Context: an optimization exercise on an open-source flow, tuned for small area, a short achievable clock period and few clock cycles. The choices shown serve that exercise and are no tape-out recipe.
Only simulation tests tie the RTL to the original design; equivalence was not proved.

Setup of job 943:
Design EC_TOP, start of the top module:
module EC_TOP(
    clk, rst_n, in_valid,
    in_Px, in_Py, in_Qx, in_Qy, in_prime, in_a,
    out_valid, out_Rx, out_Ry
);
For scale: ~2,500 cells after synthesis, roughly 39 flip-flops, about 52 I/O pins, roughly 0.016 mm^2 of cells after synthesis.
==> flow/config.mk <==
export PLATFORM = sky130hd
export DESIGN_NAME = EC_TOP
export DESIGN_NICKNAME = EC_TOP
export VERILOG_FILES = /design/flow/design.v
export SDC_FILE = /design/flow/constraint.sdc
export NUM_CORES = 4
export LEC_CHECK = 0
export ABC_AREA = 1
export CAP_MARGIN = 20
export CORE_MARGIN = 2
export CORE_UTILIZATION = 30
export PLACE_DENSITY = 0.5
export SLEW_MARGIN = 20
==> flow/constraint.sdc <==
create_clock -name core_clock -period 80.0 [get_ports {clk}]
set_input_delay 16.0000 -clock core_clock [delete_from_list [all_inputs] [get_ports {clk}]]
set_output_delay 16.0000 -clock core_clock [all_outputs]
set_load 0.01 [all_outputs]
standard.sh (not shown) runs the stock make flow with config.mk's settings and CLKGATE_MAP_FILE= SYNTH_SCRIPT=/design/flow/synth_recipe.tcl, a recipe that flattens the netlist after the stock synthesis.
==> flow/flow/run.sh <==
#!/bin/bash
# The standard layout (the standard.sh), with these changes:
# - synthesis maps Yosys's carry-lookahead cells ($lcu) to ripple carry
#   (flow/ripple_lcu.v) instead of ORFS's Kogge-Stone map, which makes the
#   many small adders of this design about a fifth smaller;
# - every port is still buffered, with the smallest buffer cell;
# - the clock tree uses mid-sized clock buffers and no dummy loads (there are only
#   a few dozen flip-flops).
set -euo pipefail
export SYNTH_OPERATIONS_ARGS="-extra-map $PWD/flow/ripple_lcu.v"
export BUFFER_PORTS_ARGS="-buffer_cell sky130_fd_sc_hd__buf_1"
export CTS_ARGS="-sink_clustering_enable -repair_clock_nets -dont_use_dummy_load -root_buf sky130_fd_sc_hd__clkbuf_8 -buf_list sky130_fd_sc_hd__clkbuf_8"
bash standard.sh finish > standard.log 2>&1
==> flow/flow/ripple_lcu.v <==
(* techmap_celltype = "$lcu" *)
module _80_lcu_ripple (P, G, CI, CO);
	parameter WIDTH = 2;

	(* force_downto *)
	input [WIDTH-1:0] P, G;
	input CI;

	(* force_downto *)
	output [WIDTH-1:0] CO;

	integer i;
	(* force_downto *)
	reg [WIDTH-1:0] c;

	wire [1023:0] _TECHMAP_DO_ = "proc; opt -fast";

	always @* begin
		c[0] = G[0] | (P[0] & CI);
		for (i = 1; i < WIDTH; i = i + 1)
			c[i] = G[i] | (P[i] & c[i - 1]);
	end

	assign CO = c;
endmodule
Job 943 ran to completion and came out clean on the timing, design-rule and antenna checks.
Testbench counts of job 943, summed over its fixed seeds: cycles 1,600.
The inputs of job 7053 differ from those of job 943 as listed below.
-- flow/flow/run.sh --
<<< job 943, line 12
export CTS_ARGS="-sink_clustering_enable -repair_clock_nets -dont_use_dummy_load -root_buf sky130_fd_sc_hd__clkbuf_8 -buf_list sky130_fd_sc_hd__clkbuf_8"
bash standard.sh finish > standard.log 2>&1
>>> job 7053, line 12
export CTS_ARGS="-sink_clustering_enable -repair_clock_nets -dont_use_dummy_load -root_buf sky130_fd_sc_hd__clkbuf_8 -buf_list sky130_fd_sc_hd__clkbuf_8"
bash standard.sh SETUP_SLACK_MARGIN=45 finish > standard.log 2>&1
### Flow results
Against job 943, wire length reported by the detailed router in job 7053 came out worse.
Lower fmax goes to job 943 over job 7053.
Here is what was changed in the inputs of job 1181 compared with job 7053.
==> flow/flow/run.sh <==
#!/bin/bash
# The standard layout (the standard.sh), with these changes:
# - synthesis maps Yosys's carry-lookahead cells ($lcu) to ripple carry
#   (flow/ripple_lcu.v) instead of ORFS's Kogge-Stone map, which makes the
#   many small adders of this design about a fifth smaller;
# - every port is still buffered, with the smallest buffer cell;
# - the clock tree uses mid-sized clock buffers and no dummy loads (there are
#   only a few dozen flip-flops);
# - timing repair aims for MARGIN ns of setup slack, a few ns above what the
#   layout reaches without it, so that the resizer speeds up the slowest
#   paths (the clock period and constraints are unchanged).
set -euo pipefail
MARGIN=44
export SYNTH_OPERATIONS_ARGS="-extra-map $PWD/flow/ripple_lcu.v"
export BUFFER_PORTS_ARGS="-buffer_cell sky130_fd_sc_hd__buf_1"
export CTS_ARGS="-sink_clustering_enable -repair_clock_nets -dont_use_dummy_load -root_buf sky130_fd_sc_hd__clkbuf_8 -buf_list sky130_fd_sc_hd__clkbuf_8"
bash standard.sh SETUP_SLACK_MARGIN=$MARGIN finish > standard.log 2>&1
### Flow results
Core utilization: job 1181 lower than job 7053
Job 1181 vs. job 7053: routing usage on met2 fell by 0.48 points; non-clock buffer count fell by 36.
Routed wire in job 1181 totals less than in job 7053.
The portion of the clock cycle consumed by the worst path in the final layout in job 1181 was higher than what job 7053 gave.
Re number of storage elements in the synthesis netlist: no difference whatsoever between job 1181 and job 7053.

[afterwards: timing with drivers on the ports]
How much do the figures lean on ideal ports? The routed layouts below were timed once more, with nothing changed but the port constraints. Step 1 sets driving cells, clkbuf_16 on the clock port and buf_2 on the other inputs (assumed; they add their load-dependent delay and slew). Step 2, shift: input delay + t, output delay - t, t = (earliest + latest rising clock arrival at the registers) / 2. This alone moves slack from input paths to output paths. Slacks: ideal / step 1 / step 2; pairs: ideal / step 1.
run	shift t [ns]	slack for setup (ns)	hold WS [ns]	worst setup path at the end	worst slew at a driven data input, ns
job 943	0.322	42.351 / 42.312 / 41.990	15.455 / 15.447 / 15.769	input to register	0.11
job 7053	0.321	45.633 / 45.586 / 45.266	15.453 / 15.445 / 15.766	input to register	0.11
job 1181	0.322	44.872 / 44.839 / 44.518	15.453 / 15.446 / 15.767	input to register	0.11
After both steps setup and hold are still met in every run listed. For job 7053, which loses most, drivers alone change the setup slack by -0.047 ns; drivers and shift together by -0.367 ns.
